Background: an optimization exercise with open tools, aiming at small area, a short achievable clock period and few clock cycles. Do not read the settings as production practice. Only simulation tests tie the RTL to the original design; equivalence was not proved. Power is estimated from default activity; no workload was simulated.

## design/flow/design.v

```verilog
module add32 (
    input  [31:0] a,
    input  [31:0] b,
    input         cin,
    output [31:0] s
);
    wire [32:0] g [0:5];
    wire [32:0] p [0:5];
    assign g[0] = {a & b, cin};
    assign p[0] = {a ^ b, 1'b0};
    genvar l, i;
    generate
        for (l = 0; l < 5; l = l + 1) begin : g_lvl
            for (i = 0; i < 33; i = i + 1) begin : g_bit
                if (i >= (1 << l)) begin : g_op
                    assign g[l+1][i] = g[l][i] | (p[l][i] & g[l][i - (1 << l)]);
                    assign p[l+1][i] = p[l][i] & p[l][i - (1 << l)];
                end else begin : g_pass
                    assign g[l+1][i] = g[l][i];
                    assign p[l+1][i] = p[l][i];
                end
            end
        end
    endgenerate
    assign s = (a ^ b) ^ g[5][31:0];
endmodule
module alu (
    input      [31:0] a,
    input      [31:0] b,
    input             sub,      
    input             s_add,    
    input             s_and,
    input             s_or,
    input             s_xor,
    input             s_slt,
    input             s_sh,     
    input             sh_left,
    input             sh_arith,
    output     [31:0] y
);
    wire [31:0] sum;
    add32 add (
        .a   (a),
        .b   (b ^ {32{sub}}),
        .cin (sub),
        .s   (sum)
    );
    wire [31:0] a_rev;
    genvar k;
    generate
        for (k = 0; k < 32; k = k + 1) begin : g_rev
            assign a_rev[k] = a[31-k];
        end
    endgenerate
    wire [31:0] sh_in = sh_left ? a_rev : a;
    wire        fill  = sh_arith & a[31];
    wire [63:0] sh_ext = {{32{fill}}, sh_in};
    wire [31:0] sh_r = sh_ext >> b[4:0];
    wire [31:0] sh_out;
    generate
        for (k = 0; k < 32; k = k + 1) begin : g_rev2
            assign sh_out[k] = sh_left ? sh_r[31-k] : sh_r[k];
        end
    endgenerate
    assign y = ({32{s_add}} & sum)
             | ({32{s_and}} & (a & b))
             | ({32{s_or}}  & (a | b))
             | ({32{s_xor}} & (a ^ b))
             | ({32{s_slt}} & {31'd0, sum[31]})
             | ({32{s_sh}}  & sh_out);
endmodule
module register_file (
    input             clk,
    input             rst_n,
    input             we,
    input      [4:0]  wa,
    input      [31:0] wd,
    input      [4:0]  ra1,
    input      [4:0]  ra2,
    output     [31:0] rd1,
    output     [31:0] rd2
);
    reg [31:0] r [1:31];
    reg [31:1] ok;
    integer i;
    always @(posedge clk) begin
        for (i = 1; i < 32; i = i + 1)
            if (we && wa == i) r[i] <= wd;
    end
    always @(posedge clk) begin
        if (!rst_n) ok <= 31'd0;
        else if (we) ok[wa] <= 1'b1;
    end
    reg [31:0] v1, v2;
    always @(*) begin
        v1 = 32'd0;
        v2 = 32'd0;
        for (i = 1; i < 32; i = i + 1) begin
            v1 = v1 | ({32{ra1 == i && ok[i]}} & r[i]);
            v2 = v2 | ({32{ra2 == i && ok[i]}} & r[i]);
        end
    end
    assign rd1 = (we && wa == ra1) ? wd : v1;
    assign rd2 = (we && wa == ra2) ? wd : v2;
endmodule
module RISCV_Pipeline #(
    parameter IB  = 3,    
    parameter DSB = 1,    
    parameter DW  = 2     
) (
    input          clk,
    input          rst_n,
    output         mem_read_I,
    output [27:0]  mem_addr_I,
    input  [127:0] mem_rdata_I,
    input          mem_ready_I,
    output         mem_read_D,
    output         mem_write_D,
    output [27:0]  mem_addr_D,
    output [127:0] mem_wdata_D,
    input  [127:0] mem_rdata_D,
    input          mem_ready_D,
    output         st_en,
    output [29:0]  st_addr,
    output [31:0]  st_data,
    output [31:0]  pc_out
);
    function [31:0] bswap;
        input [31:0] w;
        bswap = {w[7:0], w[15:8], w[23:16], w[31:24]};
    endfunction
    function [4:0] rs1_of;
        input [31:0] i;
        if (&i[1:0])
            rs1_of = (i[6:2] == 5'b11011) ? 5'd0 : i[19:15];
        else case ({i[1:0], i[15:13]})
            5'b00_010, 5'b00_110, 5'b01_100, 5'b01_110, 5'b01_111: rs1_of = {2'b01, i[9:7]};
            5'b01_000, 5'b10_000: rs1_of = i[11:7];
            5'b10_100: rs1_of = (i[6:2] == 5'd0 || i[12]) ? i[11:7] : 5'd0;
            default: rs1_of = 5'd0;
        endcase
    endfunction
    function [4:0] rs2_of;
        input [31:0] i;
        if (&i[1:0])
            rs2_of = (i[6:2] == 5'b01100 || i[6:2] == 5'b01000 || i[6:2] == 5'b11000) ? i[24:20] : 5'd0;
        else case ({i[1:0], i[15:13]})
            5'b00_110: rs2_of = {2'b01, i[4:2]};
            5'b10_100: rs2_of = i[6:2];
            default: rs2_of = 5'd0;
        endcase
    endfunction
    reg  [31:0] pc;
    reg  [9:0]  fl;           
    reg  [15:0] stash;        
    reg         stash_v;
    reg         ifid_v;
    reg  [31:0] ifid_ins;
    reg  [31:0] ifid_pc;
    reg  [4:0]  ifid_rs1, ifid_rs2;
    reg         ifid_bp;      
    reg         idex_v;
    reg  [31:0] idex_a, idex_b, idex_t;
    reg  [4:0]  idex_rd;
    reg         idex_rw, idex_ld, idex_st, idex_br, idex_bne, idex_pred, idex_link, idex_jalr;
    reg         idex_sub, idex_sadd, idex_sand, idex_sor, idex_sxor, idex_sslt, idex_ssh, idex_shl, idex_sha;
    reg         idex_fa_ex, idex_fa_wb, idex_fb_ex, idex_fb_wb, idex_ft_ex, idex_ft_wb, idex_fs_late;
    reg         exmem_v;
    reg  [31:0] exmem_res;
    reg  [31:0] exmem_sd;     
    reg  [4:0]  exmem_rd;
    reg         exmem_rw, exmem_ld, exmem_st, exmem_wen;
    reg         memwb_v;
    reg  [4:0]  memwb_rd;
    reg  [31:0] memwb_val;
    wire        freeze;       
    wire        ex_redir;
    wire        ex_taken;     
    wire        id_hold;      
    wire        sj;           
    wire        if_adv;       
    wire [31:0] ex_tgt;
    wire        ld_use;
    wire        id_redir_raw, id_redir;
    wire [31:0] id_tgt;
    wire [31:0] d_rdata;      
    wire [2:0]  off       = pc[3:1];
    wire        at7       = &off;
    wire        use_stash = at7 & stash_v;
    wire        stash32   = &stash[1:0];
    wire        ihit;
    wire [127:0] iline_m;     
    wire [127:0] iline;       
    wire [127:0] vline_m;     
    wire [127:0] vline;
    genvar gw;
    generate
        for (gw = 0; gw < 4; gw = gw + 1) begin : g_iw
            assign iline[32*gw +: 32] = bswap(iline_m[32*gw +: 32]);
            assign vline[32*gw +: 32] = bswap(vline_m[32*gw +: 32]);
        end
    endgenerate
    wire [15:0] h_off  = iline[16*off +: 16];
    wire [2:0]  offn   = off + 3'd1;
    wire [15:0] h_next = iline[16*offn +: 16];
    wire [15:0] hw0    = use_stash ? stash : h_off;
    wire [15:0] hw1    = h_next;
    wire        is32   = &hw0[1:0];
    wire        split_wait = at7 & ~stash_v;
    wire        if_ok  = ihit & ~split_wait;
    wire        if_jal = (hw0[6:0] == 7'b1101111) | ((hw0[14:13] == 2'b01) & (hw0[1:0] == 2'b01));
    wire [15:0] v_off  = vline[16*off +: 16];
    wire [15:0] vh0    = use_stash ? stash : v_off;
    wire        v_jal  = (vh0[6:0] == 7'b1101111) | ((vh0[14:13] == 2'b01) & (vh0[1:0] == 2'b01));
    wire [9:0]  pcl1   = pc[13:4] + 10'd1;
    wire [31:0] pc2    = pc + 32'd2;
    wire [31:0] pc4    = pc + 32'd4;
    wire        pc_hi  = |pc[31:14];
    cache_read_only I_cache (
        .clk       (clk),
        .rst_n     (rst_n),
        .fl        (fl),
        .pc_hi     (pc[31:14]),
        .hi        (pc_hi),
        .acc       (~ex_taken & ~id_redir_raw),
        .hit       (ihit),
        .line      (iline_m),
        .vline     (vline_m),
        .mem_read  (mem_read_I),
        .mem_addr  (mem_addr_I),
        .mem_rdata (mem_rdata_I),
        .mem_ready (mem_ready_I)
    );
    wire go_if = freeze ? ~ifid_v : ~id_hold;
    localparam BK = 2;
    reg  [BK-1:0] bv;
    reg  [13:0]   btag [0:BK-1];
    reg  [13:0]   btgt [0:BK-1];
    reg           bptr;
    wire [13:0]   f_tag = {pc_hi, pc[13:1]};
    reg           bhit;
    reg  [13:0]   bt;
    integer bk;
    always @(*) begin
        bhit = 1'b0;
        bt   = 14'd0;
        for (bk = 0; bk < BK; bk = bk + 1)
            if (bv[bk] && btag[bk] == f_tag) begin
                bhit = 1'b1;
                bt   = bt | btgt[bk];
            end
    end
    wire [31:0] b_tgt = {pc[31:14], bt};
    always @(posedge clk) begin
        if (!rst_n) begin
            pc      <= 32'd0;
            fl      <= 10'd0;
            stash_v <= 1'b0;
        end else if (!freeze & ex_redir) begin
            pc      <= ex_tgt;
            fl      <= ex_tgt[13:4];
            stash_v <= 1'b0;
        end else if (!freeze & id_redir) begin
            pc      <= id_tgt;
            fl      <= id_tgt[13:4];
            stash_v <= 1'b0;
        end else if (go_if & ~ex_taken) begin
            if (if_adv & bhit) begin
                pc      <= b_tgt;
                fl      <= bt[13:4];
                stash_v <= 1'b0;
            end else if (if_adv) begin
                pc <= is32 ? pc4 : pc2;
                if (!at7) begin
                    if (off == 3'd6 && is32) begin
                        stash_v <= 1'b0;
                        fl      <= pcl1;
                    end else begin
                        stash_v <= 1'b1;
                        if ((off == 3'd6) || (off == 3'd5 && is32)) fl <= pcl1;
                    end
                end else begin
                    stash_v <= stash32;
                end
            end else if (split_wait & ihit) begin
                stash_v <= 1'b1;
                fl      <= pcl1;
            end
        end
    end
    always @(posedge clk) begin
        if (go_if & ~ex_taken & ihit & (if_adv | split_wait)) stash <= iline[127:112];
    end
    always @(posedge clk) begin
        if (!rst_n) begin
            ifid_v <= 1'b0;
        end else if (!freeze & (ex_taken | id_redir)) begin
            ifid_v <= 1'b0;
        end else if (go_if) begin
            ifid_v <= if_adv;
        end
    end
    always @(posedge clk) begin
        if (go_if) begin
            ifid_bp  <= bhit;
            ifid_ins <= {hw1, hw0};
            ifid_rs1 <= rs1_of({hw1, hw0});
            ifid_rs2 <= rs2_of({hw1, hw0});
        end
        if (go_if & ~id_redir_raw) ifid_pc <= pc;
    end
    wire [31:0] ins = ifid_ins;
    wire        cmp = ~&ins[1:0];
    wire [2:0]  cf3 = ins[15:13];
    wire [4:0]  r_rd  = ins[11:7];
    wire [4:0]  r_rs1 = ins[19:15];
    wire [4:0]  r_rs2 = ins[24:20];
    wire [4:0]  c_r   = ins[11:7];
    wire [4:0]  c_r2  = ins[6:2];
    wire [4:0]  c_rp2 = {2'b01, ins[4:2]};
    wire [4:0]  c_rp1 = {2'b01, ins[9:7]};
    wire [31:0] imm_i  = {{20{ins[31]}}, ins[31:20]};
    wire [31:0] imm_s  = {{20{ins[31]}}, ins[31:25], ins[11:7]};
    wire [31:0] imm_b  = {{20{ins[31]}}, ins[7], ins[30:25], ins[11:8], 1'b0};
    wire [31:0] imm_j  = {{12{ins[31]}}, ins[19:12], ins[20], ins[30:21], 1'b0};
    wire [31:0] imm_cl = {25'd0, ins[5], ins[12:10], ins[6], 2'b00};
    wire [31:0] imm_ci = {{27{ins[12]}}, ins[6:2]};
    wire [31:0] imm_cj = {{21{ins[12]}}, ins[8], ins[10:9], ins[6], ins[7], ins[2], ins[11], ins[5:3], 1'b0};
    wire [31:0] imm_cb = {{24{ins[12]}}, ins[6:5], ins[2], ins[11:10], ins[4:3], 1'b0};
    reg  [4:0]  d_rs1, d_rs2, d_rd;
    reg  [31:0] d_imm;
    reg         d_ld, d_st, d_br, d_bne, d_jal, d_jalr, d_imm_b;
    reg  [2:0]  d_op;       
    reg         d_shl, d_sha;
    always @(*) begin
        d_rs1 = 5'd0; d_rs2 = 5'd0; d_rd = 5'd0; d_imm = imm_i;
        d_ld = 1'b0; d_st = 1'b0; d_br = 1'b0; d_bne = 1'b0; d_jal = 1'b0; d_jalr = 1'b0;
        d_imm_b = 1'b1; d_op = 3'd0; d_shl = 1'b0; d_sha = 1'b0;
        if (!cmp) begin
            case (ins[6:2])
                5'b01100: begin  
                    d_rs1 = r_rs1; d_rs2 = r_rs2; d_rd = r_rd; d_imm_b = 1'b0;
                    case (ins[14:12])
                        3'b000: d_op = ins[30] ? 3'd1 : 3'd0;
                        3'b111: d_op = 3'd2;
                        3'b110: d_op = 3'd3;
                        3'b100: d_op = 3'd4;
                        3'b010: d_op = 3'd5;
                        3'b001: begin d_op = 3'd6; d_shl = 1'b1; end
                        default: begin d_op = 3'd6; d_sha = ins[30]; end
                    endcase
                end
                5'b00100: begin  
                    d_rs1 = r_rs1; d_rd = r_rd;
                    case (ins[14:12])
                        3'b000: d_op = 3'd0;
                        3'b111: d_op = 3'd2;
                        3'b110: d_op = 3'd3;
                        3'b100: d_op = 3'd4;
                        3'b010: d_op = 3'd5;
                        3'b001: begin d_op = 3'd6; d_shl = 1'b1; end
                        default: begin d_op = 3'd6; d_sha = ins[30]; end
                    endcase
                end
                5'b00000: begin  
                    d_rs1 = r_rs1; d_rd = r_rd; d_ld = 1'b1;
                end
                5'b01000: begin  
                    d_rs1 = r_rs1; d_rs2 = r_rs2; d_st = 1'b1; d_imm = imm_s;
                end
                5'b11000: begin  
                    d_rs1 = r_rs1; d_rs2 = r_rs2; d_br = 1'b1; d_bne = ins[12]; d_imm = imm_b; d_imm_b = 1'b0;
                end
                5'b11011: begin  
                    d_rd = r_rd; d_jal = 1'b1; d_imm = imm_j;
                end
                5'b11001: begin  
                    d_rs1 = r_rs1; d_rd = r_rd; d_jalr = 1'b1;
                end
                default: ;
            endcase
        end else begin
            case ({ins[1:0], cf3})
                5'b00_010: begin  
                    d_rs1 = c_rp1; d_rd = c_rp2; d_ld = 1'b1; d_imm = imm_cl;
                end
                5'b00_110: begin  
                    d_rs1 = c_rp1; d_rs2 = c_rp2; d_st = 1'b1; d_imm = imm_cl;
                end
                5'b01_000: begin  
                    d_rs1 = c_r; d_rd = c_r; d_imm = imm_ci;
                end
                5'b01_001: begin  
                    d_rd = 5'd1; d_jal = 1'b1; d_imm = imm_cj;
                end
                5'b01_101: begin  
                    d_jal = 1'b1; d_imm = imm_cj;
                end
                5'b01_100: begin  
                    d_rs1 = c_rp1; d_rd = c_rp1; d_imm = imm_ci;
                    case (ins[11:10])
                        2'b00: d_op = 3'd6;
                        2'b01: begin d_op = 3'd6; d_sha = 1'b1; end
                        default: d_op = 3'd2;
                    endcase
                end
                5'b01_110: begin  
                    d_rs1 = c_rp1; d_br = 1'b1; d_imm = imm_cb; d_imm_b = 1'b0;
                end
                5'b01_111: begin  
                    d_rs1 = c_rp1; d_br = 1'b1; d_bne = 1'b1; d_imm = imm_cb; d_imm_b = 1'b0;
                end
                5'b10_000: begin  
                    d_rs1 = c_r; d_rd = c_r; d_imm = imm_ci; d_op = 3'd6; d_shl = 1'b1;
                end
                5'b10_100: begin
                    if (c_r2 == 5'd0) begin  
                        d_rs1 = c_r; d_rd = {4'd0, ins[12]}; d_jalr = 1'b1; d_imm = 32'd0;
                    end else begin           
                        d_rs1 = ins[12] ? c_r : 5'd0; d_rs2 = c_r2; d_rd = c_r; d_imm_b = 1'b0;
                    end
                end
                default: ;
            endcase
        end
    end
    wire        d_rw   = |d_rd;
    wire [31:0] rf1, rf2;
    register_file register_file (
        .clk   (clk),
        .rst_n (rst_n),
        .we    (memwb_v),
        .wa    (memwb_rd),
        .wd    (memwb_val),
        .ra1   (ifid_rs1),
        .ra2   (ifid_rs2),
        .rd1   (rf1),
        .rd2   (rf2)
    );
    wire [31:0] id_link = ifid_pc + (cmp ? 32'd2 : 32'd4);
    wire [31:0] tgt32, tgt16;
    add32 add_t32 (.a(ifid_pc), .b(ins[2]  ? imm_j  : imm_b),  .cin(1'b0), .s(tgt32));
    add32 add_t16 (.a(ifid_pc), .b(ins[14] ? imm_cb : imm_cj), .cin(1'b0), .s(tgt16));
    assign      id_tgt  = cmp ? tgt16 : tgt32;
    wire        d_pred  = 1'b0;    
    wire        d_brj   = d_br | d_jalr;
    wire p1_ex = idex_v & idex_rw & (idex_rd == ifid_rs1);
    wire p2_ex = idex_v & idex_rw & (idex_rd == ifid_rs2);
    wire p1_wb = exmem_v & exmem_rw & (exmem_rd == ifid_rs1);
    wire p2_wb = exmem_v & exmem_rw & (exmem_rd == ifid_rs2);
    assign ld_use = ifid_v & idex_ld & (p1_ex | (p2_ex & ~d_st));
    assign sj      = ifid_v & d_brj & ihit & if_jal;
    assign if_adv  = if_ok & ~sj;
    wire   brj_hold = ifid_v & d_brj & ~if_ok & ~sj;
    assign id_hold = ld_use | brj_hold;
    assign id_redir_raw = ifid_v & ~ifid_bp & (d_jal | d_pred);
    assign id_redir = id_redir_raw & ~id_hold & ~ex_taken;
    reg bpend;
    always @(posedge clk) begin
        if (!rst_n) begin
            bv    <= {BK{1'b0}};
            bptr  <= 1'b0;
            bpend <= 1'b0;
        end else begin
            bpend <= ~freeze & id_redir;
            if (bpend && (pc_hi == (|ifid_pc[31:14]))) begin
                bv[bptr]   <= 1'b1;
                btag[bptr] <= {|ifid_pc[31:14], ifid_pc[13:1]};
                btgt[bptr] <= pc[13:0];
                bptr       <= ~bptr;
            end
        end
    end
    always @(posedge clk) begin
        if (!rst_n) begin
            idex_v <= 1'b0;
        end else if (!freeze) begin
            idex_v <= ifid_v & ~id_hold & ~ex_taken;
        end
    end
    always @(posedge clk) begin
        if (!freeze) begin
            idex_a    <= rf1;
            idex_b    <= d_imm_b ? d_imm : rf2;
            idex_t    <= d_st ? rf2 : ((d_br & ~d_pred) ? id_tgt : id_link);
            idex_rd   <= d_rd;
            idex_rw   <= d_rw;
            idex_ld   <= d_ld;
            idex_st   <= d_st;
            idex_br   <= d_br;
            idex_bne  <= d_bne;
            idex_pred <= d_pred;
            idex_link <= d_jal | d_jalr;
            idex_jalr <= d_jalr;
            idex_sub  <= (d_op == 3'd1) | (d_op == 3'd5);
            idex_sadd <= (d_op == 3'd0) | (d_op == 3'd1);
            idex_sand <= (d_op == 3'd2);
            idex_sor  <= (d_op == 3'd3);
            idex_sxor <= (d_op == 3'd4);
            idex_sslt <= (d_op == 3'd5);
            idex_ssh  <= (d_op == 3'd6);
            idex_shl  <= d_shl;
            idex_sha  <= d_sha;
            idex_fa_ex <= p1_ex;
            idex_fa_wb <= ~p1_ex & p1_wb;
            idex_fb_ex <= ~d_imm_b & p2_ex;
            idex_fb_wb <= ~d_imm_b & ~p2_ex & p2_wb;
            idex_ft_ex <= d_st & p2_ex & ~idex_ld;
            idex_ft_wb <= d_st & ~p2_ex & p2_wb;
            idex_fs_late <= d_st & p2_ex & idex_ld;
        end
    end
    wire [31:0] ex_a = idex_fa_ex ? exmem_res : idex_fa_wb ? memwb_val : idex_a;
    wire [31:0] ex_b = idex_fb_ex ? exmem_res : idex_fb_wb ? memwb_val : idex_b;
    wire [31:0] ex_t = idex_ft_ex ? exmem_res : idex_ft_wb ? memwb_val : idex_t;
    wire [31:0] alu_y;
    alu alu (
        .a        (ex_a),
        .b        (ex_b),
        .sub      (idex_sub),
        .s_add    (idex_sadd),
        .s_and    (idex_sand),
        .s_or     (idex_sor),
        .s_xor    (idex_sxor),
        .s_slt    (idex_sslt),
        .s_sh     (idex_ssh),
        .sh_left  (idex_shl),
        .sh_arith (idex_sha),
        .y        (alu_y)
    );
    wire ex_eq    = (ex_a == ex_b);
    wire ex_cond  = ex_eq ^ idex_bne;
    assign ex_taken = idex_v & ((idex_br & ex_cond) | idex_jalr);
    wire   e1       = ex_taken & ifid_v & d_brj & v_jal;
    assign ex_redir = ex_taken & ~e1;
    assign ex_tgt   = idex_jalr ? alu_y : idex_t;
    always @(posedge clk) begin
        if (!rst_n) begin
            exmem_v   <= 1'b0;
            exmem_wen <= 1'b0;
        end else if (!freeze) begin
            exmem_v   <= idex_v;
            exmem_wen <= idex_v & idex_st;
        end
    end
    always @(posedge clk) begin
        if (!freeze) begin
            exmem_res     <= idex_link ? idex_t : alu_y;
            exmem_sd      <= idex_fs_late ? d_rdata : bswap(ex_t);
            exmem_rd      <= idex_rd;
            exmem_rw      <= idex_rw;
            exmem_ld      <= idex_ld;
            exmem_st      <= idex_st;
        end
    end
    assign st_en   = exmem_wen;
    assign st_addr = exmem_res[31:2];
    assign st_data = exmem_sd;
    cache #(.SB(DSB), .W(DW)) D_cache (
        .clk       (clk),
        .rst_n     (rst_n),
        .req       (exmem_v & (exmem_ld | exmem_st)),
        .st        (exmem_st),
        .addr      (exmem_res[31:2]),
        .wdata     (st_data),
        .stall     (freeze),
        .rdata     (d_rdata),
        .mem_read  (mem_read_D),
        .mem_write (mem_write_D),
        .mem_addr  (mem_addr_D),
        .mem_wdata (mem_wdata_D),
        .mem_rdata (mem_rdata_D),
        .mem_ready (mem_ready_D)
    );
    always @(posedge clk) begin
        if (!rst_n) begin
            memwb_v <= 1'b0;
        end else if (!freeze) begin
            memwb_v <= exmem_v & exmem_rw;
        end
    end
    always @(posedge clk) begin
        if (!freeze) begin
            memwb_rd  <= exmem_rd;
            memwb_val <= exmem_ld ? bswap(d_rdata) : exmem_res;
        end
    end
    assign pc_out = ifid_pc;
endmodule
module cache #(
    parameter SB = 1,
    parameter W  = 2
) (
    input              clk,
    input              rst_n,
    input              req,       
    input              st,        
    input      [31:2]  addr,
    input      [31:0]  wdata,     
    output             stall,
    output     [31:0]  rdata,     
    output reg         mem_read,
    output reg         mem_write,
    output reg [27:0]  mem_addr,
    output reg [127:0] mem_wdata,
    input      [127:0] mem_rdata,
    input              mem_ready
);
    localparam S  = 1 << SB;
    localparam N  = S * W;
    localparam TW = 11 - SB;
    reg [127:0]  data  [0:N-1];
    reg [TW-1:0] tag   [0:N-1];
    reg [N-1:0]  valid;
    reg [N-1:0]  dirty;
    reg [S-1:0]  lru;             
    reg          vway;
    reg [17:0]   hipage;
    reg          wbp;             
    reg [27:0]   wb_addr;
    wire [31:0]   ba   = {addr, 2'b00};
    wire [SB-1:0] idx  = ba[4+SB-1:4];
    wire [1:0]    off  = ba[3:2];
    wire          hi   = |ba[31:14];
    wire [TW-1:0] ltag = {hi, ba[13:4+SB]};
    wire [SB:0] e0 = {1'b0, idx};
    wire [SB:0] e1 = {1'b1, idx};
    wire h0 = valid[e0] & (tag[e0] == ltag);
    wire h1 = (W == 2) ? (valid[e1] & (tag[e1] == ltag)) : 1'b0;
    wire dhit = h0 | h1;
    wire fill_now = mem_read & mem_ready;
    assign stall = req & ~dhit & ~fill_now;
    wire [127:0] hline = h1 ? data[e1] : data[e0];
    wire [127:0] sline = fill_now ? mem_rdata : hline;
    assign rdata = sline[32*off +: 32];
    wire vw = (W == 2) ? (~valid[e0] ? 1'b0 : ~valid[e1] ? 1'b1 : lru[idx]) : 1'b0;
    wire [SB:0] ev = {vw, idx};
    wire [SB:0] ef = {vway, idx};
    wire [TW-1:0] vtag = tag[ev];
    wire [27:0] vaddr = {vtag[TW-1] ? hipage : 18'd0, vtag[TW-2:0], idx};
    wire free  = (~mem_read & ~mem_write) | mem_ready;
    wire start = free & ~wbp & stall;
    reg [127:0] wbus;
    reg [3:0]   wsel;             
    integer w;
    always @(*) begin
        for (w = 0; w < 4; w = w + 1) begin
            wbus[32*w +: 32] = (fill_now & ~(st & off == w)) ? mem_rdata[32*w +: 32] : wdata;
            wsel[w] = fill_now | (off == w);
        end
    end
    wire [SB:0] eh = {h1, idx};
    wire [SB:0] ew = fill_now ? ef : eh;          
    wire        wr = fill_now | (req & st & dhit);
    always @(posedge clk) begin
        for (w = 0; w < 4; w = w + 1)
            if (wr & wsel[w]) data[ew][32*w +: 32] <= wbus[32*w +: 32];
        if (fill_now) tag[ef] <= ltag;
        if (wr) dirty[ew] <= st;
    end
    always @(posedge clk) begin
        if (start) begin
            vway <= vw;
            if (hi) hipage <= ba[31:14];
            if (valid[ev] & dirty[ev]) begin
                mem_wdata <= data[ev];
                wb_addr   <= vaddr;
            end
        end
    end
    always @(posedge clk) begin
        if (!rst_n) begin
            valid     <= {N{1'b0}};
            lru       <= {S{1'b0}};
            mem_read  <= 1'b0;
            mem_write <= 1'b0;
            wbp       <= 1'b0;
        end else begin
            if (fill_now) begin
                valid[ef] <= 1'b1;
                if (W == 2) lru[idx] <= ~vway;
            end else if (req & dhit) begin
                if (W == 2) lru[idx] <= ~h1;
            end
            if (mem_ready) begin
                mem_read  <= 1'b0;
                mem_write <= 1'b0;
            end
            if (free & wbp) begin
                mem_write <= 1'b1;
                mem_addr  <= wb_addr;
                wbp       <= 1'b0;
            end else if (start) begin
                mem_read <= 1'b1;
                mem_addr <= ba[31:4];
                wbp      <= valid[ev] & dirty[ev];
            end
        end
    end
endmodule
module cache_read_only (
    input              clk,
    input              rst_n,
    input      [9:0]   fl,        
    input      [17:0]  pc_hi,     
    input              hi,        
    input              acc,       
    output             hit,       
    output     [127:0] line,
    output     [127:0] vline,     
    output reg         mem_read,
    output reg [27:0]  mem_addr,
    input      [127:0] mem_rdata,
    input              mem_ready
);
    reg [127:0] data0 [0:3];
    reg [127:0] data1 [0:3];
    reg [8:0]   tag0  [0:3];
    reg [8:0]   tag1  [0:3];
    reg [3:0]   v0, v1;
    reg [3:0]   recent;
    reg         dem;              
    reg         sb_v;             
    reg [10:0]  sb_a;             
    reg [127:0] sb_d;
    wire [1:0] s    = fl[1:0];
    wire [8:0] ltag = {hi, fl[9:2]};
    wire [8:0] t1   = v1[s] ? tag1[s] : 9'd0;       
    wire       way  = (ltag == t1);
    wire       h0   = v0[s] & (tag0[s] == ltag);
    wire       h1   = v1[s] & (tag1[s] == ltag);
    wire       chit = h0 | h1;
    wire       dbusy = mem_read & dem;
    wire       sb_hit = sb_v & (sb_a == {hi, fl});
    assign vline = way ? (v1[s] ? data1[s] : 128'd0) : (v0[s] ? data0[s] : 128'd0);
    assign hit   = (chit | sb_hit) & ~dbusy;
    assign line  = chit ? vline : sb_d;
    wire       miss   = acc & ~dbusy & ~chit;
    wire       ffill  = miss & sb_hit;              
    wire       mfill  = mem_read & mem_ready & dem;
    wire       pfill  = mem_read & mem_ready & ~dem;
    wire [1:0]   fs = ffill ? s : mem_addr[1:0];
    wire         fw = ~recent[fs];                   
    wire [8:0]   ft = ffill ? ltag : {|mem_addr[27:10], mem_addr[9:2]};
    wire [127:0] fd = ffill ? sb_d : mem_rdata;
    wire         fill = ffill | mfill;
    always @(posedge clk) begin
        if (fill & ~fw) begin
            data0[fs] <= fd;
            tag0[fs]  <= ft;
        end
        if (fill & fw) begin
            data1[fs] <= fd;
            tag1[fs]  <= ft;
        end
    end
    wire [9:0] nl   = fl + 10'd1;
    wire [1:0] ns   = nl[1:0];
    wire [8:0] ntag = {hi, nl[9:2]};
    wire       n_in = (v0[ns] & (tag0[ns] == ntag)) | (v1[ns] & (tag1[ns] == ntag));
    wire       n_sb = sb_v & (sb_a == {hi, nl});
    wire       free = ~mem_read | mem_ready;
    wire       pf   = acc & chit & ~&fl & ~n_in & ~n_sb &
                      ~(mem_read & ~dem & (mem_addr[9:0] == nl));
    always @(posedge clk) begin
        if (pfill) begin
            sb_d <= mem_rdata;
            sb_a <= {|mem_addr[27:10], mem_addr[9:0]};
        end
    end
    always @(posedge clk) begin
        if (!rst_n) begin
            v0       <= 4'd0;
            v1       <= 4'd0;
            recent   <= 4'd0;
            mem_read <= 1'b0;
            dem      <= 1'b0;
            sb_v     <= 1'b0;
        end else begin
            if (fill & ~fw) v0[fs] <= 1'b1;
            if (fill & fw)  v1[fs] <= 1'b1;
            if (fill) recent[fs] <= fw;
            if (acc & ~dbusy & chit) recent[s] <= way;
            if (pfill) sb_v <= 1'b1;
            else if (ffill) sb_v <= 1'b0;
            if (miss & ~sb_hit & free & ~(mem_read & ~dem & (mem_addr[9:0] == fl))) begin
                mem_read <= 1'b1;
                mem_addr <= {pc_hi, fl};
                dem      <= 1'b1;
            end else if (pf & free) begin
                mem_read <= 1'b1;
                mem_addr <= {pc_hi, nl};
                dem      <= 1'b0;
            end else if (mem_ready) begin
                mem_read <= 1'b0;
            end
        end
    end
endmodule
module CHIP (	clk,
				rst_n,
				mem_read_D,
				mem_write_D,
				mem_addr_D,
				mem_wdata_D,
				mem_rdata_D,
				mem_ready_D,
				mem_read_I,
				mem_write_I,
				mem_addr_I,
				mem_wdata_I,
				mem_rdata_I,
				mem_ready_I,
				DCACHE_addr,
				DCACHE_wdata,
				DCACHE_wen,
				PC
			);
input			clk, rst_n;
output			mem_read_D;
output			mem_write_D;
output	[31:4]	mem_addr_D;
output	[127:0]	mem_wdata_D;
input	[127:0]	mem_rdata_D;
input			mem_ready_D;
output			mem_read_I;
output			mem_write_I;
output	[31:4]	mem_addr_I;
output	[127:0]	mem_wdata_I;
input	[127:0]	mem_rdata_I;
input			mem_ready_I;
output	[29:0]	DCACHE_addr;
output	[31:0]	DCACHE_wdata;
output			DCACHE_wen;
output	[31:0]	PC;
	assign mem_write_I = 1'b0;
	assign mem_wdata_I = 128'd0;
	RISCV_Pipeline i_RISCV (
		.clk         (clk),
		.rst_n       (rst_n),
		.mem_read_I  (mem_read_I),
		.mem_addr_I  (mem_addr_I),
		.mem_rdata_I (mem_rdata_I),
		.mem_ready_I (mem_ready_I),
		.mem_read_D  (mem_read_D),
		.mem_write_D (mem_write_D),
		.mem_addr_D  (mem_addr_D),
		.mem_wdata_D (mem_wdata_D),
		.mem_rdata_D (mem_rdata_D),
		.mem_ready_D (mem_ready_D),
		.st_en       (DCACHE_wen),
		.st_addr     (DCACHE_addr),
		.st_data     (DCACHE_wdata),
		.pc_out      (PC)
	);
endmodule
```

## design/flow/flow/run.sh

```bash
#!/bin/bash
# Layout flow: the standard ORFS flow (standard.sh, unchanged synthesis
# and steps) with these make variables:
#  - BUFFER_PORTS_ARGS: every port still gets its own buffer, a plain
#    sky130_fd_sc_hd__buf_4 instead of the default delay-cell buffer;
set -euo pipefail
bash standard.sh \
    SETUP_SLACK_MARGIN=8.0 \
    'BUFFER_PORTS_ARGS=-buffer_cell sky130_fd_sc_hd__buf_4' \
    CTS_CLUSTER_SIZE=20 \
    CTS_CLUSTER_DIAMETER=100 \
    finish > standard.log 2>&1
```

## design/flow/standard.sh

```bash
#!/bin/bash
# synth_recipe.tcl (not shown) runs the flow's synth.tcl, then flattens the netlist and writes it again
# the make line also repeats each setting of config.mk as NAME=value (left out here)
make -C /OpenROAD-flow-scripts/flow DESIGN_CONFIG=/design/flow/config.mk WORK_HOME=/design/flow/orfs CLKGATE_MAP_FILE= SYNTH_SCRIPT=/design/flow/synth_recipe.tcl "${@:-finish}"
```

## design/flow/config.mk

```make
export PLATFORM = sky130hd
export DESIGN_NAME = CHIP
export DESIGN_NICKNAME = CHIP
export VERILOG_FILES = /design/flow/design.v
export SDC_FILE = /design/flow/constraint.sdc
export NUM_CORES = 8
export LEC_CHECK = 0
export CAP_MARGIN = 20
export CORE_MARGIN = 2
export CORE_UTILIZATION = 40
export SLEW_MARGIN = 20
```

## design/flow/constraint.sdc

```tcl
create_clock -name core_clock -period 13.0 [get_ports {clk}]
set_input_delay 2.6000 -clock core_clock [delete_from_list [all_inputs] [get_ports {clk}]]
set_output_delay 2.6000 -clock core_clock [all_outputs]
set_load 0.01 [all_outputs]
```

==> impl_metrics.yaml, run 1 <==
status:
  status: "finished clean"
die:
  start_util_pct: 40.1
  pin_count: 671
  coreArea_um2: 413000
  die_h_um: 647
  fp.dieW_um: 647
  dieArea_um2: 419000
  rows: 236
sta:
  fmaxAchievable_mhz: 172
  clock_skew_ps: 85.1
  worst_pin_slew_ps: 1380
  rsz0062_at_grt: "true"
  hold_viol: 0
  fin_hold_ws_ps: 458
  slew_violations: 0
  period_needed_ps: 5820
  finalCritPeriodShare_pct: 44.7
  relSlewSlack_pct: 7.11
  final-setup-viol-count: 0
synthesis:
  synthDistinctLibCells: 117
  syn-cell-area_um2: 165000
  synth_edf_count: 3394
  synth_ff_type: "edfxtp_1"
  ys_warn_count: 6
  ys_async_sr_fraction_pct: 0
  yosysSeqAreaShare_pct: 62.9
  syn_inst: 11500
  syn_avg_cell_area_um2: 14.4
  ys_ff_latch: 3504
setup_path:
  critPathMaxStageDelay_ps: 410
  cp.required_ps: 13690
  rrSetupSlack_ps: 7180
  cpMaxStageDelayCell: "edfxtp_1"
  worst-path-stages: 25
  worstSetupStartpointType: "flip-flop"
  r2r_start: "i_RISCV.idex_fa_wb"
  setup.worst_path.start: "i_RISCV.idex_fa_wb"
  arrival_ps: 6500
  rr_worst_depth: 25
  crit_family: "buffers and inverters"
  worst-path-buf-inv: 10
  critPathCapture: "i_RISCV.I_cache.data1[1][69]"
  path_max_fanout: 7
  crit_top_cell: "buf_12"
  rr_endpoint: "i_RISCV.I_cache.data1[1][69]"
  critical_path_class: "reg2reg"
  worst_setup_path_end_kind: "flip-flop"
route:
  routed_wl_um: 724000
  drt_iter0_drc: 21800
  viasPerCell: 6.82
  first_pass_iters: 14
  routedWlPerCell_um: 39.9
  vias: 124000
  drcViolationCount: 0
  antenna_left: 0
clock_network:
  clockBufferDepth: 4
  clock_latency_ps: 1020
  clk_pin_slew_worst_paths_ps: 90
  cts-htree-levels: 4
  hold_buffers: 0
  cts_tree: "built"
  cts.sinks: 3504
  clock-root-buffer: "clkbuf_16"
  cts_buffers: 204
layout:
  layout_commonest_cell: "edfxtp_1"
  nNetsFinal: 13000
  area_delta_synth_final_pct: 19.7
  final_cell_area_um2: 198000
  final_util_pct: 48.0
  layout-drive-gt1-share_pct: 27.7
  mostFrequentLayoutCells: "edfxtp_1, buf_4, nand2_1, nor2_1, mux4_2"
grt:
  grt_first_pass_wirelength_um: 962000
  first_global_vias: 117000
  antenna_found_initial: 52
  grt_util_all_layers_pct: 32.9
  grt_max_degree: 142
  overflow: 0
placement:
  dpl-instance-area_um2: 176000
  gp_congestion: 0.997
  io_buffers: 541
  dp_hpwl_um: 420000
power:
  clkPwrFrac_pct: 31.7
  combPwrFrac_pct: 8.9
  leakagePower_uw: 0.0674
  power.switching_uw: 5190
  internal_power_uw: 16200
  totalPowerFinal_uw: 21400
  powerDensity_nw_per_um2: 108
  worst_ir_drop_vdd_uv: 120
  switching_share_pct: 24.3
  seq_power_share_pct: 59.4
hold_path:
  hold_class: "reg2reg"
run:
  max_cap_viol_count: 0
state kept, by name (all words and copies together), names as in the netlist, 36 cells and up, named ones only:
| signal | cells |
|---|---|
| i_RISCV.I_cache.tag1 | 36 |
| i_RISCV.D_cache.data | 512 |
| i_RISCV.I_cache.data0 | 512 |
| i_RISCV.register_file.r | 992 |
| i_RISCV.D_cache.mem_wdata | 128 |
| i_RISCV.I_cache.tag0 | 36 |
| i_RISCV.D_cache.tag | 40 |
| i_RISCV.I_cache.sb_d | 128 |
| i_RISCV.I_cache.data1 | 512 |
stage by stage:
stage	TNS [ps]	instances	setup slack, ps
after CTS	0	17900	7610
after global placement	0	17000	4820
after global routing	0	18100	7190
after floorplan	-17520	11600	-112
final	0	18200	7180
after detailed placement	0	17000	4760
timing repair:
action                     in CTS  in global routing
gates cloned                  166                 43
hold endpoints to repair        0                  0
setup buffers                 455                159
setup endpoints to repair    2976               2299
gates resized for setup       780                329
pin swaps                     139                117
cells by family (layout without fill, tap and decap cells):
logic type	Yosys count	in the layout	share of synthesized area, %
flip-flops	3504	3504	62.9
AO/OA/AOI/OAI	2645	2649	11.4
buffers and inverters	1159	2176	3.12
other	1	160	0.00227
XOR/XNOR	331	331	1.75
AND/OR/NAND/NOR	2403	2406	6.71
adder cells (fa/ha/maj)	190	190	1.45
multiplexers	1263	1264	12.7
power by group through the flow:
stage	clock network (uW)	registers, uW	logic (uW)
floorplan	0	13000	845
global placement	0	13000	1470
detailed placement	0	13000	1500
CTS	6810	12700	1790
global route	7170	12700	1960
finish	6790	12700	1900
layout make-up:
class                      instances  area [um^2]
inverter                         177          719
timing repair buffer            1723        20200
multi-input combinational       6969        60300
clock inverter                    24          342
tap                             5474         6850
clock buffer                     245         5370
sequential                      3504       104000
antenna                           31         77.6
timing repair inverter             7          101
fill                           34800       214000
worst reg2reg max path: stages, from the launching register on:
cell and delay, ps:
edfxtp_1 410, buf_8 180, buf_16 170, buf_12 140, buf_4 130, mux2_2 290, mux2i_4 170, ha_1 290
nor4_2 320, nand4_1 190, nor2_4 210, xor2_2 110, a21o_4 250, a21oi_4 170, nand2_2 110, nor3_4 250
buf_12 160, mux2i_4 350, mux2i_2 330, buf_4 170, mux2_4 200, nor2b_4 200, buf_12 160, clkbuf_16 230
buf_12 150, clkbuf_16 170
synth_stat cells (187+ instances only):
library cell	count	area, um^2
clkbuf_1	618	2320
edfxtp_1	3394	102000
a221oi_1	306	2680
nand2_1	758	2850
mux2_2	389	4380
xnor2_1	201	1760
a21oi_1	566	2830
a22o_1	311	2720
mux2i_1	249	2490
a22oi_1	472	3540
o21ai_0	348	1740
nor2_1	731	2740
nand3_1	202	1010
mux4_2	625	14100
ha_1	187	2340
worst min path at each step:
| stage | from | end | slack [ps] | depth (start not counted) |
|---|---|---|---|---|
| final | i_RISCV.idex_rw | i_RISCV.exmem_rw | 460 | 0 |
| after global routing | i_RISCV.idex_rw | i_RISCV.exmem_rw | 480 | 0 |
| after CTS | i_RISCV.idex_rw | i_RISCV.exmem_rw | 460 | 0 |
| after detailed placement | i_RISCV.idex_st | i_RISCV.exmem_st | 440 | 0 |
| after global placement | i_RISCV.idex_st | i_RISCV.exmem_st | 440 | 0 |
| after floorplan | i_RISCV.idex_rw | i_RISCV.exmem_rw | 430 | 0 |
routing by layer:
metal  share of wire [%]  GRT usage, %  vias to the layer above
met5               0.066         0.197                        -
met4                 8.3          19.6                       42
met3                  14          10.4                     2680
met2                  43          49.9                    10800
met1                  35          41.2                    62600
li1                    -             -                    47800
Testbench counts, summed over its fixed seeds: cycles 288,050.
==> run 2, diff against run 1 <==
--- a/design/flow/design.v
+++ b/design/flow/design.v
@@ -37,7 +37,7 @@
     input             sh_left,
     input             sh_arith,
-    output     [31:0] y
+    output     [31:0] y,
+    output     [31:0] sum       
 );
-    wire [31:0] sum;
     add32 add (
         .a   (a),
@@ -105,5 +105,4 @@
 endmodule
 module RISCV_Pipeline #(
-    parameter IB  = 3,    
     parameter DSB = 1,    
     parameter DW  = 2     
@@ -130,4 +129,19 @@
         bswap = {w[7:0], w[15:8], w[23:16], w[31:24]};
     endfunction
+    function hi_of_sum;
+        input [31:0] a;
+        input [31:0] b;
+        reg   [17:0] x, y;
+        reg   [14:0] lo;
+        reg          z0, z1;
+        begin
+            x  = a[31:14];
+            y  = b[31:14];
+            lo = {1'b0, a[13:0]} + {1'b0, b[13:0]};
+            z0 = ((x ^ y) == {x[16:0] | y[16:0], 1'b0});
+            z1 = (~(x ^ y) == {x[16:0] & y[16:0], 1'b0});
+            hi_of_sum = ~(lo[14] ? z1 : z0);
+        end
+    endfunction
     function [4:0] rs1_of;
         input [31:0] i;
@@ -162,6 +176,7 @@
     reg         idex_v;
     reg  [31:0] idex_a, idex_b, idex_t;
+    reg         idex_thi;     
     reg  [4:0]  idex_rd;
-    reg         idex_rw, idex_ld, idex_st, idex_br, idex_bne, idex_pred, idex_link, idex_jalr;
+    reg         idex_rw, idex_ld, idex_st, idex_br, idex_bne, idex_link, idex_jalr;
     reg         idex_sub, idex_sadd, idex_sand, idex_sor, idex_sxor, idex_sslt, idex_ssh, idex_shl, idex_sha;
     reg         idex_fa_ex, idex_fa_wb, idex_fb_ex, idex_fb_wb, idex_ft_ex, idex_ft_wb, idex_fs_late;
@@ -185,4 +200,8 @@
     wire [31:0] id_tgt;
     wire [31:0] d_rdata;      
+    wire [31:0] alu_y;
+    wire [31:0] alu_sum;
+    wire [31:0] ex_a;         
+    wire        id_thi;       
     wire [2:0]  off       = pc[3:1];
     wire        at7       = &off;
@@ -190,31 +209,40 @@
     wire        stash32   = &stash[1:0];
     wire        ihit;
-    wire [127:0] iline_m;     
-    wire [127:0] iline;       
-    wire [127:0] vline_m;     
-    wire [127:0] vline;
-    genvar gw;
-    generate
-        for (gw = 0; gw < 4; gw = gw + 1) begin : g_iw
-            assign iline[32*gw +: 32] = bswap(iline_m[32*gw +: 32]);
-            assign vline[32*gw +: 32] = bswap(vline_m[32*gw +: 32]);
+    wire [127:0] c_d0, c_d1, c_sb;     
+    wire        c_hit, c_way, c_v0, c_v1;
+    function [15:0] hw_of;
+        input [127:0] m;
+        input [2:0]   o;
+        reg   [31:0]  w;
+        begin
+            w = m[32*o[2:1] +: 32];
+            hw_of = o[0] ? {w[7:0], w[15:8]} : {w[23:16], w[31:24]};
         end
-    endgenerate
-    wire [15:0] h_off  = iline[16*off +: 16];
-    wire [2:0]  offn   = off + 3'd1;
-    wire [15:0] h_next = iline[16*offn +: 16];
-    wire [15:0] hw0    = use_stash ? stash : h_off;
-    wire [15:0] hw1    = h_next;
-    wire        is32   = &hw0[1:0];
+    endfunction
+    function is_jal16;        
+        input [15:0] h;
+        is_jal16 = (h[6:0] == 7'b1101111) | ((h[14:13] == 2'b01) & (h[1:0] == 2'b01));
+    endfunction
+    wire [2:0]  offn  = off + 3'd1;
+    wire [15:0] ho0 = hw_of(c_d0, off),  ho1 = hw_of(c_d1, off),  ho2 = hw_of(c_sb, off);
+    wire [15:0] hn0 = hw_of(c_d0, offn), hn1 = hw_of(c_d1, offn), hn2 = hw_of(c_sb, offn);
+    wire [15:0] h70 = hw_of(c_d0, 3'd7), h71 = hw_of(c_d1, 3'd7), h72 = hw_of(c_sb, 3'd7);
+    wire        s0 = c_hit & ~c_way, s1 = c_hit & c_way, s2 = ~c_hit;
+    wire [15:0] h_off = ({16{s0}} & ho0) | ({16{s1}} & ho1) | ({16{s2}} & ho2);
+    wire [15:0] h_next = ({16{s0}} & hn0) | ({16{s1}} & hn1) | ({16{s2}} & hn2);
+    wire [15:0] h_7   = ({16{s0}} & h70) | ({16{s1}} & h71) | ({16{s2}} & h72);
+    wire [15:0] hw0   = use_stash ? stash : h_off;
+    wire [15:0] hw1   = h_next;
+    wire        is32  = use_stash ? stash32 : ((s0 & (&ho0[1:0])) | (s1 & (&ho1[1:0])) | (s2 & (&ho2[1:0])));
     wire        split_wait = at7 & ~stash_v;
     wire        if_ok  = ihit & ~split_wait;
-    wire        if_jal = (hw0[6:0] == 7'b1101111) | ((hw0[14:13] == 2'b01) & (hw0[1:0] == 2'b01));
-    wire [15:0] v_off  = vline[16*off +: 16];
-    wire [15:0] vh0    = use_stash ? stash : v_off;
-    wire        v_jal  = (vh0[6:0] == 7'b1101111) | ((vh0[14:13] == 2'b01) & (vh0[1:0] == 2'b01));
+    wire        j_st   = is_jal16(stash);
+    wire        j0 = is_jal16(ho0), j1 = is_jal16(ho1), j2 = is_jal16(ho2);
+    wire        if_jal = use_stash ? j_st : ((s0 & j0) | (s1 & j1) | (s2 & j2));
+    wire        v_jal  = use_stash ? j_st : (c_way ? (c_v1 & j1) : (c_v0 & j0));
     wire [9:0]  pcl1   = pc[13:4] + 10'd1;
     wire [31:0] pc2    = pc + 32'd2;
     wire [31:0] pc4    = pc + 32'd4;
-    wire        pc_hi  = |pc[31:14];
+    reg         pc_hi;        
     cache_read_only I_cache (
         .clk       (clk),
@@ -224,7 +252,14 @@
         .hi        (pc_hi),
         .acc       (~ex_taken & ~id_redir_raw),
+        .bx        (idex_v & (idex_br | idex_jalr)),
+        .idr       (id_redir_raw),
         .hit       (ihit),
-        .line      (iline_m),
-        .vline     (vline_m),
+        .d0        (c_d0),
+        .d1        (c_d1),
+        .sbd       (c_sb),
+        .chit      (c_hit),
+        .way       (c_way),
+        .v0s       (c_v0),
+        .v1s       (c_v1),
         .mem_read  (mem_read_I),
         .mem_addr  (mem_addr_I),
@@ -255,12 +290,15 @@
         if (!rst_n) begin
             pc      <= 32'd0;
+            pc_hi   <= 1'b0;
             fl      <= 10'd0;
             stash_v <= 1'b0;
         end else if (!freeze & ex_redir) begin
             pc      <= ex_tgt;
+            pc_hi   <= idex_jalr ? hi_of_sum(ex_a, idex_b) : idex_thi;
             fl      <= ex_tgt[13:4];
             stash_v <= 1'b0;
         end else if (!freeze & id_redir) begin
             pc      <= id_tgt;
+            pc_hi   <= id_thi;
             fl      <= id_tgt[13:4];
             stash_v <= 1'b0;
@@ -271,5 +309,6 @@
                 stash_v <= 1'b0;
             end else if (if_adv) begin
-                pc <= is32 ? pc4 : pc2;
+                pc    <= is32 ? pc4 : pc2;
+                pc_hi <= is32 ? |pc4[31:14] : |pc2[31:14];
                 if (!at7) begin
                     if (off == 3'd6 && is32) begin
@@ -290,5 +329,5 @@
     end
     always @(posedge clk) begin
-        if (go_if & ~ex_taken & ihit & (if_adv | split_wait)) stash <= iline[127:112];
+        if (go_if & ~ex_taken & ihit & (if_adv | split_wait)) stash <= h_7;
     end
     always @(posedge clk) begin
@@ -328,5 +367,5 @@
     wire [31:0] imm_cj = {{21{ins[12]}}, ins[8], ins[10:9], ins[6], ins[7], ins[2], ins[11], ins[5:3], 1'b0};
     wire [31:0] imm_cb = {{24{ins[12]}}, ins[6:5], ins[2], ins[11:10], ins[4:3], 1'b0};
-    reg  [4:0]  d_rs1, d_rs2, d_rd;
+    reg  [4:0]  d_rd;
     reg  [31:0] d_imm;
     reg         d_ld, d_st, d_br, d_bne, d_jal, d_jalr, d_imm_b;
@@ -334,5 +373,5 @@
     reg         d_shl, d_sha;
     always @(*) begin
-        d_rs1 = 5'd0; d_rs2 = 5'd0; d_rd = 5'd0; d_imm = imm_i;
+        d_rd = 5'd0; d_imm = imm_i;
         d_ld = 1'b0; d_st = 1'b0; d_br = 1'b0; d_bne = 1'b0; d_jal = 1'b0; d_jalr = 1'b0;
         d_imm_b = 1'b1; d_op = 3'd0; d_shl = 1'b0; d_sha = 1'b0;
@@ -340,5 +379,5 @@
             case (ins[6:2])
                 5'b01100: begin  
-                    d_rs1 = r_rs1; d_rs2 = r_rs2; d_rd = r_rd; d_imm_b = 1'b0;
+                    d_rd = r_rd; d_imm_b = 1'b0;
                     case (ins[14:12])
                         3'b000: d_op = ins[30] ? 3'd1 : 3'd0;
@@ -352,5 +391,5 @@
                 end
                 5'b00100: begin  
-                    d_rs1 = r_rs1; d_rd = r_rd;
+                    d_rd = r_rd;
                     case (ins[14:12])
                         3'b000: d_op = 3'd0;
@@ -364,11 +403,11 @@
                 end
                 5'b00000: begin  
-                    d_rs1 = r_rs1; d_rd = r_rd; d_ld = 1'b1;
+                    d_rd = r_rd; d_ld = 1'b1;
                 end
                 5'b01000: begin  
-                    d_rs1 = r_rs1; d_rs2 = r_rs2; d_st = 1'b1; d_imm = imm_s;
+                    d_st = 1'b1; d_imm = imm_s;
                 end
                 5'b11000: begin  
-                    d_rs1 = r_rs1; d_rs2 = r_rs2; d_br = 1'b1; d_bne = ins[12]; d_imm = imm_b; d_imm_b = 1'b0;
+                    d_br = 1'b1; d_bne = ins[12]; d_imm = imm_b; d_imm_b = 1'b0;
                 end
                 5'b11011: begin  
@@ -376,5 +415,5 @@
                 end
                 5'b11001: begin  
-                    d_rs1 = r_rs1; d_rd = r_rd; d_jalr = 1'b1;
+                    d_rd = r_rd; d_jalr = 1'b1;
                 end
                 default: ;
@@ -383,11 +422,11 @@
             case ({ins[1:0], cf3})
                 5'b00_010: begin  
-                    d_rs1 = c_rp1; d_rd = c_rp2; d_ld = 1'b1; d_imm = imm_cl;
+                    d_rd = c_rp2; d_ld = 1'b1; d_imm = imm_cl;
                 end
                 5'b00_110: begin  
-                    d_rs1 = c_rp1; d_rs2 = c_rp2; d_st = 1'b1; d_imm = imm_cl;
+                    d_st = 1'b1; d_imm = imm_cl;
                 end
                 5'b01_000: begin  
-                    d_rs1 = c_r; d_rd = c_r; d_imm = imm_ci;
+                    d_rd = c_r; d_imm = imm_ci;
                 end
                 5'b01_001: begin  
@@ -398,5 +437,5 @@
                 end
                 5'b01_100: begin  
-                    d_rs1 = c_rp1; d_rd = c_rp1; d_imm = imm_ci;
+                    d_rd = c_rp1; d_imm = imm_ci;
                     case (ins[11:10])
                         2'b00: d_op = 3'd6;
@@ -406,17 +445,17 @@
                 end
                 5'b01_110: begin  
-                    d_rs1 = c_rp1; d_br = 1'b1; d_imm = imm_cb; d_imm_b = 1'b0;
+                    d_br = 1'b1; d_imm = imm_cb; d_imm_b = 1'b0;
                 end
                 5'b01_111: begin  
-                    d_rs1 = c_rp1; d_br = 1'b1; d_bne = 1'b1; d_imm = imm_cb; d_imm_b = 1'b0;
+                    d_br = 1'b1; d_bne = 1'b1; d_imm = imm_cb; d_imm_b = 1'b0;
                 end
                 5'b10_000: begin  
-                    d_rs1 = c_r; d_rd = c_r; d_imm = imm_ci; d_op = 3'd6; d_shl = 1'b1;
+                    d_rd = c_r; d_imm = imm_ci; d_op = 3'd6; d_shl = 1'b1;
                 end
                 5'b10_100: begin
                     if (c_r2 == 5'd0) begin  
-                        d_rs1 = c_r; d_rd = {4'd0, ins[12]}; d_jalr = 1'b1; d_imm = 32'd0;
+                        d_rd = {4'd0, ins[12]}; d_jalr = 1'b1; d_imm = 32'd0;
                     end else begin           
-                        d_rs1 = ins[12] ? c_r : 5'd0; d_rs2 = c_r2; d_rd = c_r; d_imm_b = 1'b0;
+                        d_rd = c_r; d_imm_b = 1'b0;
                     end
                 end
@@ -443,5 +482,6 @@
     add32 add_t16 (.a(ifid_pc), .b(ins[14] ? imm_cb : imm_cj), .cin(1'b0), .s(tgt16));
     assign      id_tgt  = cmp ? tgt16 : tgt32;
-    wire        d_pred  = 1'b0;    
+    assign      id_thi  = cmp ? hi_of_sum(ifid_pc, ins[14] ? imm_cb : imm_cj)
+                              : hi_of_sum(ifid_pc, ins[2]  ? imm_j  : imm_b);
     wire        d_brj   = d_br | d_jalr;
     wire p1_ex = idex_v & idex_rw & (idex_rd == ifid_rs1);
@@ -454,5 +494,5 @@
     wire   brj_hold = ifid_v & d_brj & ~if_ok & ~sj;
     assign id_hold = ld_use | brj_hold;
-    assign id_redir_raw = ifid_v & ~ifid_bp & (d_jal | d_pred);
+    assign id_redir_raw = ifid_v & ~ifid_bp & d_jal;
     assign id_redir = id_redir_raw & ~id_hold & ~ex_taken;
     reg bpend;
@@ -483,5 +523,6 @@
             idex_a    <= rf1;
             idex_b    <= d_imm_b ? d_imm : rf2;
-            idex_t    <= d_st ? rf2 : ((d_br & ~d_pred) ? id_tgt : id_link);
+            idex_t    <= d_st ? rf2 : (d_br ? id_tgt : id_link);
+            idex_thi  <= id_thi;
             idex_rd   <= d_rd;
             idex_rw   <= d_rw;
@@ -490,5 +531,4 @@
             idex_br   <= d_br;
             idex_bne  <= d_bne;
-            idex_pred <= d_pred;
             idex_link <= d_jal | d_jalr;
             idex_jalr <= d_jalr;
@@ -511,8 +551,7 @@
         end
     end
-    wire [31:0] ex_a = idex_fa_ex ? exmem_res : idex_fa_wb ? memwb_val : idex_a;
+    assign      ex_a = idex_fa_ex ? exmem_res : idex_fa_wb ? memwb_val : idex_a;
     wire [31:0] ex_b = idex_fb_ex ? exmem_res : idex_fb_wb ? memwb_val : idex_b;
     wire [31:0] ex_t = idex_ft_ex ? exmem_res : idex_ft_wb ? memwb_val : idex_t;
-    wire [31:0] alu_y;
     alu alu (
         .a        (ex_a),
@@ -527,5 +566,6 @@
         .sh_left  (idex_shl),
         .sh_arith (idex_sha),
-        .y        (alu_y)
+        .y        (alu_y),
+        .sum      (alu_sum)
     );
     wire ex_eq    = (ex_a == ex_b);
@@ -534,5 +574,5 @@
     wire   e1       = ex_taken & ifid_v & d_brj & v_jal;
     assign ex_redir = ex_taken & ~e1;
-    assign ex_tgt   = idex_jalr ? alu_y : idex_t;
+    assign ex_tgt   = idex_jalr ? alu_sum : idex_t;
     always @(posedge clk) begin
         if (!rst_n) begin
@@ -706,7 +746,14 @@
     input              hi,        
     input              acc,       
+    input              bx,        
+    input              idr,       
     output             hit,       
-    output     [127:0] line,
-    output     [127:0] vline,     
+    output     [127:0] d0,        
+    output     [127:0] d1,        
+    output     [127:0] sbd,       
+    output             chit,
+    output             way,       
+    output             v0s,       
+    output             v1s,
     output reg         mem_read,
     output reg [27:0]  mem_addr,
@@ -727,15 +774,18 @@
     wire [8:0] ltag = {hi, fl[9:2]};
     wire [8:0] t1   = v1[s] ? tag1[s] : 9'd0;       
-    wire       way  = (ltag == t1);
+    assign     way  = (ltag == t1);
     wire       h0   = v0[s] & (tag0[s] == ltag);
     wire       h1   = v1[s] & (tag1[s] == ltag);
-    wire       chit = h0 | h1;
+    assign     chit = h0 | h1;
     wire       dbusy = mem_read & dem;
     wire       sb_hit = sb_v & (sb_a == {hi, fl});
-    assign vline = way ? (v1[s] ? data1[s] : 128'd0) : (v0[s] ? data0[s] : 128'd0);
-    assign hit   = (chit | sb_hit) & ~dbusy;
-    assign line  = chit ? vline : sb_d;
-    wire       miss   = acc & ~dbusy & ~chit;
-    wire       ffill  = miss & sb_hit;              
+    assign d0  = data0[s];
+    assign d1  = data1[s];
+    assign sbd = sb_d;
+    assign v0s = v0[s];
+    assign v1s = v1[s];
+    assign hit   = (chit | (sb_hit & ~bx)) & ~dbusy;
+    wire       miss   = ~idr & ~dbusy & ~chit;
+    wire       ffill  = ~dbusy & ~chit & sb_hit & ~bx & ~idr;    
     wire       mfill  = mem_read & mem_ready & dem;
     wire       pfill  = mem_read & mem_ready & ~dem;
@@ -761,5 +811,5 @@
     wire       n_sb = sb_v & (sb_a == {hi, nl});
     wire       free = ~mem_read | mem_ready;
-    wire       pf   = acc & chit & ~&fl & ~n_in & ~n_sb &
+    wire       pf   = ~bx & ~idr & chit & ~&fl & ~n_in & ~n_sb &
                       ~(mem_read & ~dem & (mem_addr[9:0] == nl));
     always @(posedge clk) begin
@@ -784,5 +834,5 @@
             if (pfill) sb_v <= 1'b1;
             else if (ffill) sb_v <= 1'b0;
-            if (miss & ~sb_hit & free & ~(mem_read & ~dem & (mem_addr[9:0] == fl))) begin
+            if (miss & ~bx & ~sb_hit & free & ~(mem_read & ~dem & (mem_addr[9:0] == fl))) begin
                 mem_read <= 1'b1;
                 mem_addr <= {pc_hi, fl};
==> run 2 against run 1 <==
Final cell count decreased by 0.86%. Maximum frequency up 16%. Register-to-register slack better by 800 ps. Sequential power about the same. Die area is 3.0% higher. Still clean. First-iteration DRC count fell by 10%. Count of clock-buffer cells in the layout up 22. Critical path type unchanged.
==> impl_metrics.yaml, run 2 <==
status:
  status: "finished clean"
grt:
  grt_first_pass_wirelength_um: 922000
  grt_util_all_layers_pct: 30.1
  antenna_found_initial: 48
  first_global_vias: 116000
  overflow: 0
  grt_max_degree: 137
setup_path:
  rr_endpoint: "i_RISCV.pc[30]"
  worst-path-buf-inv: 4
  cpMaxStageDelayCell: "edfxtp_1"
  path_max_fanout: 21
  rrSetupSlack_ps: 7980
  path_cells: "buf_12 -> clkbuf_16 -> mux2_2 -> mux2i_4 -> ha_1 -> nor4_4 -> nand4_1 -> nor2_4 -> o211ai_1 -> buf_4 -> or3_1 -> o22ai_1 -> nand3_2 -> o21ai_1 -> buf_6 -> o211ai_1 -> o221a_2"
  crit_top_cell: "o211ai_1"
  critPathMaxStageDelay_ps: 460
  cp.required_ps: 13840
  crit_family: "simple AND/OR/NAND/NOR gates"
  critical_path_class: "reg2reg"
  worst_setup_path_end_kind: "flip-flop"
  rr_worst_depth: 17
  r2r_start: "i_RISCV.idex_fa_wb"
  arrival_ps: 5860
  worstSetupStartpointType: "flip-flop"
route:
  viasPerCell: 6.65
  antenna_left: 0
  drt_iter0_drc: 19600
  first_pass_iters: 14
  routedWlPerCell_um: 37.3
  vias: 120000
  routed_wl_um: 672000
  drcViolationCount: 0
hold_path:
  min_to: "i_RISCV.D_cache.valid[0]"
  min_path_cells: 2
  min_from: "i_RISCV.D_cache.valid[0]"
  hold_class: "reg2reg"
power:
  totalPowerFinal_uw: 20900
  leakagePower_uw: 0.0639
  powerDensity_nw_per_um2: 110
  worst_ir_drop_vdd_uv: 113
die:
  fp.dieW_um: 657
  rows: 239
  die_h_um: 657
  start_util_pct: 40.2
  pin_count: 671
  coreArea_um2: 424000
  dieArea_um2: 431000
sta:
  tns_ps: 0
  hold_viol: 0
  period_needed_ps: 5020
  final-setup-viol-count: 0
  rsz0062_at_grt: "true"
  relSlewSlack_pct: 14.9
  finalCritPeriodShare_pct: 38.6
  worst_pin_slew_ps: 1260
  slew_violations: 0
  fin_hold_ws_ps: 479
  fmaxAchievable_mhz: 199
  clock_skew_ps: 136
synthesis:
  syn_inst: 11800
  synth_most_common_cell: "edfxtp_1"
  ys_async_sr_fraction_pct: 0
  yosysSeqAreaShare_pct: 61.1
  syn_avg_cell_area_um2: 14.5
  synth_ff_type: "edfxtp_1"
  synth_edf_count: 3395
  ys_warn_count: 6
  yosysTopAreaCell: "edfxtp_1"
  syn-cell-area_um2: 170000
  yosysTopAreaCellShare_pct: 59.8
  synthDistinctLibCells: 108
  ys_ff_latch: 3506
  synth.area.top_cells: "edfxtp_1, mux4_2, mux2i_1"
  ys_top_cells_by_count: "edfxtp_1, nand2_1, mux4_2"
layout:
  area_delta_synth_final_pct: 11.8
  mostFrequentLayoutCells: "edfxtp_1, buf_4, nand2_1, mux4_2, nor2_1"
  stdcell_count: 18000
  layout-drive-gt1-share_pct: 21.3
  largest_register_ffs: 992
  layout_commonest_cell: "edfxtp_1"
  regMostFlops: "i_RISCV.register_file.r"
  multi_input_area_um2: 63000
  regArea_um2: 104000
  fillCellCount: 37400
  nNetsFinal: 12800
placement:
  dp_cells: 17500
  io_buffers: 541
  dp_hpwl_um: 428000
  gp_congestion: 0.983
clock_network:
  cts-htree-levels: 4
  cts.sinks: 3506
  cts_buffers: 203
  clockBufferDepth: 4
  clock_latency_ps: 1060
  clk_pin_slew_worst_paths_ps: 90
  cts_tree: "built"
  clock-root-buffer: "clkbuf_16"
run:
  max_cap_viol_count: 0
## run 2: how the worst max path moves through the flow
stage | startpoint | end | slack, ps | depth (start not counted)
3_3_place_gp | flip-flop | i_RISCV.pc[3] | 5510 | 14
5_1_grt | flip-flop | i_RISCV.ifid_rs1[2] | 7890 | 16
4_1_cts | i_RISCV.idex_fa_wb | i_RISCV.pc[28] | 7990 | 18
3_5_place_dp | flip-flop | i_RISCV.pc[9] | 5640 | 14
6_report | i_RISCV.idex_fa_wb | i_RISCV.pc[30] | 7980 | 17
2_1_floorplan | mem_ready_D | i_RISCV.D_cache.mem_wdata[0] | -310 | 7
## run 2: metrics by stage
stage / instance area (um^2) / utilization [%] / setup WS [ps]
after floorplan: 171000 / - / -312
after global placement: 181000 / 42.7 / 5510
after detailed placement: 181000 / 42.8 / 5640
after CTS: 189000 / 44.6 / 7990
after global routing: 190000 / 44.9 / 7890
final: 191000 / 44.9 / 7980
## run 2: area by class of cell
class | count | area share, %
flip-flops and latches | 3506 | 54.7
multi-input cells | 7189 | 33.1
repair buffers | 1090 | 5.03
well taps | 5663 | 3.72
clock buffers | 267 | 2.85
inverters | 224 | 0.462
clock inverters | 22 | 0.158
diodes | 37 | 0.0486
## run 2: cells by family after synthesis
group,share of synthesized area (%)
compound gates,10.1
xor+xnor,2.21
fa+ha+maj,2.39
buf+inv,3.24
flops,61.1
mux,14.1
other cells,0.00220
simple gates,6.87
## run 2: report_power, final
group	switching, uW	total (uW)	internal [uW]
logic	962	1470	512
clock network	3810	6780	2970
registers	113	12600	12500
## run 2: what timing repair did
item | in CTS | in global routing
endpoints found under the hold margin | 0 | 0
endpoints found under the setup margin | 2079 | 1003
gates cloned | 19 | 5
hold buffers | 0 | 0
buffers inserted | 56 | 68
gates resized for setup | 243 | 102
pin swaps | 26 | 27
## run 2: routing by layer
| metal | global-route usage (%) | part of all wire, % | vias to the layer above | wire (um) |
|---|---|---|---|---|
| li1 | - | - | 47400 | - |
| met1 | 39.3 | 36 | 60900 | 244000 |
| met2 | 46.3 | 45 | 9268 | 300000 |
| met3 | 7.16 | 12 | 2069 | 80900 |
| met4 | 16.6 | 6.9 | 2 | 46400 |
| met5 | 0 | 0.0055 | - | 37 |
## run 2: worst register-to-register path, stage by stage (launching register included)
cell and delay [ps]:
edfxtp_1 460, buf_12 150, clkbuf_16 200, mux2_2 380
mux2i_4 180, ha_1 300, nor4_4 350, nand4_1 340
nor2_4 320, o211ai_1 290, buf_4 230, or3_1 410
o22ai_1 210, nand3_2 210, o21ai_1 200, buf_6 220
o211ai_1 130, o221a_2 240
Testbench counts of run 2, summed over its fixed seeds: cycles 288,146.

==> static timing again, ports no longer ideal <==
The results above use ideal ports. As a check the final layouts listed here were re-extracted and re-timed, cells and wires unchanged.
Step 1: set_driving_cell puts a clkbuf_16 on clk and a buf_2 on each other input, an assumption about the parent block.
Step 2 also shifts input and output timing later by t, the mid clock arrival at the registers, as if the neighbouring blocks saw the same clock.
Slacks: no drivers / after step 1 / after step 2; pairs: no drivers / after step 1.
run | t (ns) | slack for setup (ns) | clock arrival spread, ns
run 1 | 1.089 | 7.183 / 7.183 / 6.912 | 0.085 / 0.085
run 2 | 1.110 | 7.984 / 7.944 / 7.132 | 0.148 / 0.148
After both steps setup and hold are still met in every run listed. The setup slack of run 2, which loses most, moves by -0.040 ns with the drivers and by -0.852 ns with both steps.
